What follows belongs to an exercise in optimizing a design on an open flow for small area; a production flow would make more cautious choices.
In this exercise RTL edits were held to simulation tests only and were not proved equivalent to the original.
The flow treats the clock pin as an ideal source. Dropping or thinning the clock tree relies on that and would not hold on a real chip.
No activity file was given, so power comes from the tool's default toggle rates.

Design Convolution_pipeline, start of the top module:
module Convolution_pipeline(
    clk,
    rst_n,
    in_valid,
    In_IFM_1,
    In_IFM_2,
    In_IFM_3,
    In_IFM_4,
    In_Weight_1,
    In_Weight_2,
    In_Weight_3,
    In_Weight_4,
    Out_OFM
    );
input clk, rst_n;
input in_valid;
input [3:0] In_IFM_1;
input [3:0] In_IFM_2;
input [3:0] In_IFM_3;
input [3:0] In_IFM_4;
input [3:0] In_Weight_1;
input [3:0] In_Weight_2;
input [3:0] In_Weight_3;
input [3:0] In_Weight_4;
output [11:0] Out_OFM;
  ...
clock: 3.0 ns
lec_check: 0
cap_margin: 0
core_margin: 2
core_utilization: 60
gpl_timing_driven: 0
place_density: 0.7
slew_margin: 0
synth_hierarchical: 1
synth_minimum_keep_size: 0
standard.sh (not shown) runs the stock make flow with config.mk's settings and CLKGATE_MAP_FILE= SYNTH_SCRIPT=/design/flow/synth_recipe.tcl, a recipe that flattens the netlist after the stock synthesis.
==> flow/flow/run.sh <==
#!/bin/bash
# The standard layout (the standard.sh), with three changes:
#  - the port buffers are buf_1 cells (the default picks a 10 um2 delay buffer)
#  - CTS inserts no dummy clock loads
#  - after CTS, regroup_clock.tcl drives the clock pins from three of CTS's
#    four leaf buffers instead of four (same tree depth)
export BUFFER_PORTS_ARGS="-buffer_cell sky130_fd_sc_hd__buf_1"
export CTS_ARGS="-sink_clustering_enable -repair_clock_nets -dont_use_dummy_load"
export POST_CTS_TCL="$PWD/flow/regroup_clock.tcl"
export CLOCK_LEAVES=3
bash standard.sh > standard.log 2>&1
==> flow/flow/regroup_clock.tcl <==
# Rebuild the leaf level of the clock tree that CTS made: the clock pins are
# split into CLOCK_LEAVES groups by position (k-means), each driven by one of
# CTS's own leaf buffers moved to the middle of its group; the leaf buffers
# left over are removed.  No clock pin changes its depth in the tree.
set block [ord::get_db_block]
set nleaf $::env(CLOCK_LEAVES)
set root [$block findInst clkbuf_0_clk]
set rootnet [[$root findITerm X] getNet]
set leaves {}
foreach it [$rootnet getITerms] {
  set inst [$it getInst]
  if {$inst != $root && [string match "*clkbuf*" [[$inst getMaster] getName]]} { lappend leaves $inst }
}
# clock pins and their positions
set sinks {}
foreach leaf $leaves {
  foreach it [[[$leaf findITerm X] getNet] getITerms] {
    if {[$it getInst] == $leaf} { continue }
    set bb [[$it getInst] getBBox]
    lappend sinks [list $it [expr {([$bb xMin]+[$bb xMax])/2.0}] [expr {([$bb yMin]+[$bb yMax])/2.0}]]
  }
}
puts "clock regroup: [llength $sinks] clock pins, [llength $leaves] leaf buffers -> $nleaf"
# k-means, seeded by the sinks sorted along x
set srt [lsort -real -index 1 $sinks]
set n [llength $srt]
set cx {}; set cy {}
for {set k 0} {$k < $nleaf} {incr k} {
  set s [lindex $srt [expr {int(($k+0.5)*$n/$nleaf)}]]
  lappend cx [lindex $s 1]; lappend cy [lindex $s 2]
}
for {set iter 0} {$iter < 50} {incr iter} {
  set asg {}
  foreach s $sinks {
    set best 0; set bd 1e30
    for {set k 0} {$k < $nleaf} {incr k} {
      set d [expr {abs([lindex $s 1]-[lindex $cx $k]) + abs([lindex $s 2]-[lindex $cy $k])}]
      if {$d < $bd} { set bd $d; set best $k }
    }
    lappend asg $best
  }
  # balance: cap each group at ceil(n/nleaf)+1 by moving farthest members
  set ncx {}; set ncy {}
  for {set k 0} {$k < $nleaf} {incr k} {
    set sx 0; set sy 0; set c 0
    foreach s $sinks a $asg { if {$a == $k} { set sx [expr {$sx+[lindex $s 1]}]; set sy [expr {$sy+[lindex $s 2]}]; incr c } }
    if {$c > 0} { lappend ncx [expr {$sx/$c}]; lappend ncy [expr {$sy/$c}] } else { lappend ncx [lindex $cx $k]; lappend ncy [lindex $cy $k] }
  }
  set cx $ncx; set cy $ncy
}
set counts {}
for {set k 0} {$k < $nleaf} {incr k} { set c 0; foreach a $asg { if {$a == $k} { incr c } }; lappend counts $c }
puts "clock regroup: group sizes $counts"
# drop the extra leaf buffers
foreach leaf [lrange $leaves $nleaf end] {
  set onet [[$leaf findITerm X] getNet]
  foreach it [$onet getITerms] { $it disconnect }
  [$leaf findITerm A] disconnect
  odb::dbInst_destroy $leaf
  odb::dbNet_destroy $onet
}
set leaves [lrange $leaves 0 [expr {$nleaf-1}]]
# reconnect the clock pins and move the leaf buffers
foreach s $sinks { [lindex $s 0] disconnect }
for {set k 0} {$k < $nleaf} {incr k} {
  set leaf [lindex $leaves $k]
  set onet [[$leaf findITerm X] getNet]
  foreach s $sinks a $asg { if {$a == $k} { [lindex $s 0] connect $onet } }
  set bb [$leaf getBBox]
  $leaf setLocation [expr {int([lindex $cx $k] - ([$bb xMax]-[$bb xMin])/2)}] [expr {int([lindex $cy $k])}]
  $leaf setPlacementStatus PLACED
}
if {[info exists ::env(CLOCK_ROOT_CELL)]} { replace_cell [get_cells [$root getName]] $::env(CLOCK_ROOT_CELL) }
detailed_placement
estimate_parasitics -placement
Next try:
==> flow/flow/run.sh (replaced) <==
#!/bin/bash
# The standard layout (the standard.sh), with these changes:
#  - the port buffers are buf_1 cells (the default picks a 10 um2 delay buffer)
#  - CTS inserts no dummy clock loads
#  - after CTS (post_cts.tcl): regroup_clock.tcl drives the clock pins from
#    three of CTS's four leaf buffers (same tree depth), and tiebuf.tcl makes
#    the buffers between tie cells and output ports buf_1
export BUFFER_PORTS_ARGS="-buffer_cell sky130_fd_sc_hd__buf_1"
export CTS_ARGS="-sink_clustering_enable -repair_clock_nets -dont_use_dummy_load"
export POST_CTS_TCL="$PWD/flow/post_cts.tcl"
export CLOCK_LEAVES=3
export TIE_BUF_CELL=sky130_fd_sc_hd__buf_1
bash standard.sh > standard.log 2>&1
==> flow/flow/post_cts.tcl (new file) <==
# Run after CTS (POST_CTS_TCL): regroup the clock tree's leaves, then shrink
# the buffers that drive constant output ports.
set flowdir [file dirname [info script]]
source [file join $flowdir regroup_clock.tcl]
source [file join $flowdir tiebuf.tcl]
--- a/flow/flow/regroup_clock.tcl
+++ b/flow/flow/regroup_clock.tcl
@@ -4,0 +5 @@
+proc regroup_clock {} {
@@ -12,0 +14,4 @@
+}
+if {[llength $leaves] <= $nleaf} {
+  puts "clock regroup: [llength $leaves] leaf buffers, nothing to do"
+  return
@@ -75,0 +81,2 @@
+}
+regroup_clock
==> flow/flow/tiebuf.tcl (new file) <==
# Buffers that only pass a tie cell's constant to an output port need no
# drive: make them TIE_BUF_CELL.
set block [ord::get_db_block]
foreach inst [$block getInsts] {
  set m [[$inst getMaster] getName]
  if {![string match "sky130_fd_sc_hd__buf_*" $m]} { continue }
  set a [$inst findITerm A]
  if {$a eq "NULL" || $a eq ""} { continue }
  set net [$a getNet]
  if {$net eq "NULL" || $net eq ""} { continue }
  set tie 0
  foreach it [$net getITerms] {
    if {[string match "sky130_fd_sc_hd__conb_*" [[[$it getInst] getMaster] getName]]} { set tie 1 }
  }
  if {$tie && $m ne $::env(TIE_BUF_CELL)} {
    puts "tie buffer [$inst getName]: $m -> $::env(TIE_BUF_CELL)"
    replace_cell [get_cells [$inst getName]] $::env(TIE_BUF_CELL)
  }
}
Settings changed: GPL_TIMING_DRIVEN 0 to 1.
Combinational power is higher by roughly a tenth; total power is higher by a few percent; maximum frequency is higher slightly; design area is higher by a little under a tenth.
Next try:
==> flow/flow/run.sh (replaced) <==
#!/bin/bash
# The standard layout (the standard.sh), with three changes:
#  - the port buffers are buf_1 cells (the default picks a 10 um2 delay buffer)
#  - CTS inserts no dummy clock loads
#  - after CTS, regroup_clock.tcl drives the clock pins from three of CTS's
#    four leaf buffers instead of four (same tree depth)
export BUFFER_PORTS_ARGS="-buffer_cell sky130_fd_sc_hd__buf_1"
export CTS_ARGS="-sink_clustering_enable -repair_clock_nets -dont_use_dummy_load"
export POST_CTS_TCL="$PWD/flow/regroup_clock.tcl"
export CLOCK_LEAVES=3
bash standard.sh > standard.log 2>&1
--- a/flow/flow/regroup_clock.tcl
+++ b/flow/flow/regroup_clock.tcl
@@ -5 +4,0 @@
-proc regroup_clock {} {
@@ -81,2 +79,0 @@
-}
-regroup_clock
Settings changed: GPL_TIMING_DRIVEN 1 to 0.
removed: flow/flow/post_cts.tcl
removed: flow/flow/tiebuf.tcl
=> The new run passed the timing, DRC and antenna checks; setup slack loses 21 ps; die area is unchanged; sequential cell count stays the same; utilization came out lower by 5.1 points; design area came out lower by 6.8%.
Next try:
==> flow/flow/run.sh (replaced) <==
#!/bin/bash
# The standard layout (the standard.sh), with these changes:
#  - the port buffers are buf_1 cells (the default picks a 10 um2 delay buffer)
#  - CTS inserts no dummy clock loads
#  - after CTS (post_cts.tcl): regroup_clock.tcl drives the clock pins from
#    three of CTS's four leaf buffers (same tree depth), and tiebuf.tcl makes
#    the buffers between tie cells and output ports buf_1
export BUFFER_PORTS_ARGS="-buffer_cell sky130_fd_sc_hd__buf_1"
export CTS_ARGS="-sink_clustering_enable -repair_clock_nets -dont_use_dummy_load"
export POST_CTS_TCL="$PWD/flow/post_cts.tcl"
export CLOCK_LEAVES=3
export TIE_BUF_CELL=sky130_fd_sc_hd__buf_1
bash standard.sh > standard.log 2>&1
==> flow/flow/post_cts.tcl (new file) <==
# Run after CTS (POST_CTS_TCL): regroup the clock tree's leaves, then shrink
# the buffers that drive constant output ports.
set flowdir [file dirname [info script]]
source [file join $flowdir regroup_clock.tcl]
source [file join $flowdir tiebuf.tcl]
--- a/flow/flow/regroup_clock.tcl
+++ b/flow/flow/regroup_clock.tcl
@@ -4,0 +5 @@
+proc regroup_clock {} {
@@ -79,0 +81,2 @@
+}
+regroup_clock
==> flow/flow/tiebuf.tcl (new file) <==
# Buffers that only pass a tie cell's constant to an output port need no
# drive: make them TIE_BUF_CELL.
set block [ord::get_db_block]
foreach inst [$block getInsts] {
  set m [[$inst getMaster] getName]
  if {![string match "sky130_fd_sc_hd__buf_*" $m]} { continue }
  set a [$inst findITerm A]
  if {$a eq "NULL" || $a eq ""} { continue }
  set net [$a getNet]
  if {$net eq "NULL" || $net eq ""} { continue }
  set tie 0
  foreach it [$net getITerms] {
    if {[string match "sky130_fd_sc_hd__conb_*" [[[$it getInst] getMaster] getName]]} { set tie 1 }
  }
  if {$tie && $m ne $::env(TIE_BUF_CELL)} {
    puts "tie buffer [$inst getName]: $m -> $::env(TIE_BUF_CELL)"
    replace_cell [get_cells [$inst getName]] $::env(TIE_BUF_CELL)
  }
}
Die area stays the same.
Worst hold slack barely changes.
Maximum frequency is about the same.
Wire length climbs by 0.32%.
Cell area stays flat.

========
job 7449:
Another version of the RTL of Convolution_pipeline (not shown whole).
Size in the first run: about 220 cells after synthesis, roughly 51 flip-flops, roughly 47 I/O pins.
Design Convolution_pipeline, start of the top module:
module Convolution_pipeline(
    clk,
    rst_n,
    in_valid,
    In_IFM_1,
    In_IFM_2,
    In_IFM_3,
    In_IFM_4,
    In_Weight_1,
    In_Weight_2,
    In_Weight_3,
    In_Weight_4,
    Out_OFM
    );
==> flow/config.mk <==
export PLATFORM = sky130hd
export DESIGN_NAME = Convolution_pipeline
export DESIGN_NICKNAME = Convolution_pipeline
export VERILOG_FILES = /design/flow/design.v
export SDC_FILE = /design/flow/constraint.sdc
export NUM_CORES = 4
export LEC_CHECK = 0
export CAP_MARGIN = 0
export CORE_MARGIN = 2
export CORE_UTILIZATION = 60
export GPL_ROUTABILITY_DRIVEN = 0
export GPL_TIMING_DRIVEN = 0
export PLACE_DENSITY = 0.7
export SLEW_MARGIN = 0
export SYNTH_HIERARCHICAL = 1
export SYNTH_MINIMUM_KEEP_SIZE = 0
==> flow/constraint.sdc <==
create_clock -name core_clock -period 3.0 [get_ports {clk}]
set_input_delay 0.6000 -clock core_clock [delete_from_list [all_inputs] [get_ports {clk}]]
set_output_delay 0.6000 -clock core_clock [all_outputs]
set_load 0.01 [all_outputs]
==> flow/flow/run.sh <==
#!/bin/bash
# The standard layout (the standard.sh), with two changes:
#  - the port buffers are buf_1 cells (the default picks a 10 um2 delay buffer)
#  - CTS inserts no dummy clock loads
export BUFFER_PORTS_ARGS="-buffer_cell sky130_fd_sc_hd__buf_1"
export CTS_ARGS="-sink_clustering_enable -repair_clock_nets -dont_use_dummy_load"
bash standard.sh > standard.log 2>&1
Changes in job 3211 relative to job 7449:
- swapping 0 for 20 in SLEW_MARGIN
- swapping 0.7 for 0.8 in PLACE_DENSITY
- swapping 0 for 20 in CAP_MARGIN
- swapping 60 for 70 in CORE_UTILIZATION
- clearing GPL_ROUTABILITY_DRIVEN, which used to be 0
## What came out
In the reports for job 3211 and job 7449, the larger number of rows created at floorplan belongs to job 7449.
Across both runs, worst setup timing slack at the placement stage was lower for job 3211 than for job 7449.
[compare] base=job 7449 new=job 3211: count of pins on the block boundary saw little to no change; combinational power share saw an increase; maximum frequency saw a decrease.
Job 3211 against job 7449; pin count of the biggest net entering global routing is down by more than a quarter.
Of the two candidates, job 7449 has the better setup slack after layout and job 3211 the worse one.
Looking at global-route usage, job 3211 sits 5.3 points higher than job 7449 does.
diff inputs: job 3211 => job 8356
- swapping 20 for 0 in SLEW_MARGIN
- swapping 70 for 60 in CORE_UTILIZATION
- swapping 20 for 0 in CAP_MARGIN
- swapping 0.8 for 0.7 in PLACE_DENSITY
Findings:
Looking at smallest hold slack across both flows, job 8356 is the weaker of the two, with job 3211 ahead. Of job 3211 and job 8356, the run reporting the higher setup slack was job 8356. Fraction of the cycle the final worst path needs ended up 1.5 points lower on job 8356 than on job 3211. Status: fraction of area in multi-input gates parity (job 8356, job 3211). Number of global-route vias before repair, job 8356 vs job 3211: down by a little under 10%. Job 3211 → job 8356: minimum period implied by the final worst setup slack lower; cell area essentially unchanged. Every stage of the flow completed for job 8356, and the final layout passed the timing, DRC and antenna checks.
## Diff of input files: job 439 against job 8356
- swapping 0 for 20 in CAP_MARGIN
- swapping 0 for 20 in SLEW_MARGIN
Results
Diff job 8356 -> job 439 | layout-stage area growth over the synthesis result | increase of 0.53 points. Lower via count was reported by job 8356, not job 439. Minimum period implied by the final worst setup slack: job 439 worse than job 8356.
#### Input delta (job 5866 over job 439)
- a change of SLEW_MARGIN from 20 to 0
- a change of CAP_MARGIN from 20 to 0
diff --git a/flow/flow/run.sh b/flow/flow/run.sh
--- a/flow/flow/run.sh
+++ b/flow/flow/run.sh
@@ -5,3 +5,3 @@
 export BUFFER_PORTS_ARGS="-buffer_cell sky130_fd_sc_hd__buf_1"
-export CTS_ARGS="-sink_clustering_enable -repair_clock_nets -dont_use_dummy_load"
+export CTS_ARGS="-sink_clustering_enable -sink_clustering_size 60 -sink_clustering_max_diameter 500 -repair_clock_nets -dont_use_dummy_load -buf_list sky130_fd_sc_hd__clkbuf_16 -root_buf sky130_fd_sc_hd__clkbuf_16"
 bash standard.sh > standard.log 2>&1
--- outcome ---
- Part of the power in registers was higher in the run labelled job 439.
- Compared with job 439, job 5866 shows final non-filler cell area higher by about 1.2%.
- Going from job 439 to job 5866, met3 demand-to-capacity share in global routing did not really move, number of tap cells added at floorplan did not really move, worst hold slack went up, relative area change from synthesis to final layout went up.
- Number of buffers other than clock buffers in the final layout in job 5866 is 1 lower than in job 439
- Delta (job 5866 minus job 439): worst setup slack grew by 0.030 ns, largest net degree at the start of global routing grew by about 26%.

========
the baseline:
Another version of the RTL of Convolution_pipeline (not shown whole).
Size in the first run: roughly 280 cells after synthesis, roughly 50 flip-flops, about 47 I/O pins, ~0.0032 mm2 of cells after synthesis.
Settings: LEC_CHECK=0, ABC_AREA=1, CAP_MARGIN=0, CORE_MARGIN=2, CORE_UTILIZATION=60, GPL_TIMING_DRIVEN=0, PLACE_DENSITY=0.7, SLEW_MARGIN=0, SYNTH_HIERARCHICAL=1, SYNTH_MINIMUM_KEEP_SIZE=0; clock period 3.0 ns.
==> flow/flow/run.sh <==
#!/bin/bash
# The standard layout (the standard.sh), with two changes:
#  - the port buffers are buf_1 cells (the default picks a 10 um2 delay buffer)
#  - CTS inserts no dummy clock loads
export BUFFER_PORTS_ARGS="-buffer_cell sky130_fd_sc_hd__buf_1"
export CTS_ARGS="-sink_clustering_enable -repair_clock_nets -dont_use_dummy_load"
bash standard.sh > standard.log 2>&1
The inputs of the candidate differ from those of the baseline as listed below.
Settings: clearing ABC_AREA, which used to be 1.
Findings:
Across the candidate and the baseline, none had a timing, DRC or antenna violation. The candidate vs the baseline on count of distinct cell types in the synthesized netlist: the candidate is the higher one. NOTE ratio of routed vias to standard cells the baseline->the candidate increased by more than 10%. Measured against each other, the candidate and the baseline differ in final cell count, the higher figure coming from the baseline. Going from the baseline to the candidate, power dissipated in the clock network fell by about 2%; share of the core filled with cells went up 1.5 points; maximum frequency went down 1.9%; overall routed net length picked up an extra about 2.3%; portion of total power attributed to sequential cells increased 2.1 points. Relative to the baseline, count of inserted tapcells has decreased by 3 in the candidate. Looking at destination of the critical timing path, the r1[4] result is from the candidate; the r1[3] one comes from the baseline.

## what the ideal ports hide
How much do the figures lean on ideal ports? The routed layouts below were timed once more, with nothing changed but the port constraints.
Step 1 (the two cells are an assumption about what drives the block):
set clk [get_ports {clk}]
set_driving_cell -lib_cell sky130_fd_sc_hd__clkbuf_16 $clk
set_driving_cell -lib_cell sky130_fd_sc_hd__buf_2 [delete_from_list [all_inputs] $clk]
Step 2 times the ports against the registers' clock, not the clock port: input delays grow and output delays shrink by t, the midpoint of the rising clock arrivals with the driver on.
Three values: no drivers, after step 1, after step 2; two values: the first two.
run | t (ns) | slack for setup (ns) | worst setup path at the end | cell pins on the clock port's net
the first run of note 1 | 0.322 | 0.043 / 0.046 / -0.276 | input to register | 1
the second run of note 1 | 0.322 | 0.064 / 0.070 / -0.251 | input to register | 1
the third run of note 1 | 0.322 | 0.043 / 0.046 / -0.276 | input to register | 1
the fourth run of note 1 | 0.321 | 0.043 / 0.046 / -0.275 | input to register | 1
job 7449 | 0.309 | 0.182 / 0.179 / -0.130 | input to register | 1
job 3211 | 0.316 | 0.169 / 0.171 / -0.145 | input to register | 1
job 8356 | 0.317 | 0.213 / 0.209 / -0.107 | input to register | 1
job 439 | 0.317 | 0.172 / 0.176 / -0.141 | input to register | 1
job 5866 | 0.309 | 0.202 / 0.205 / -0.104 | input to register | 1
the baseline | 0.308 | 0.162 / 0.168 / -0.141 | input to register | 1
the candidate | 0.309 | 0.106 / 0.108 / -0.201 | input to register | 1
With both steps, setup timing fails in every run listed, where it was met with ideal ports. The setup slack of job 8356, which loses most, moves by -0.004 ns with the drivers and by -0.320 ns with both steps.
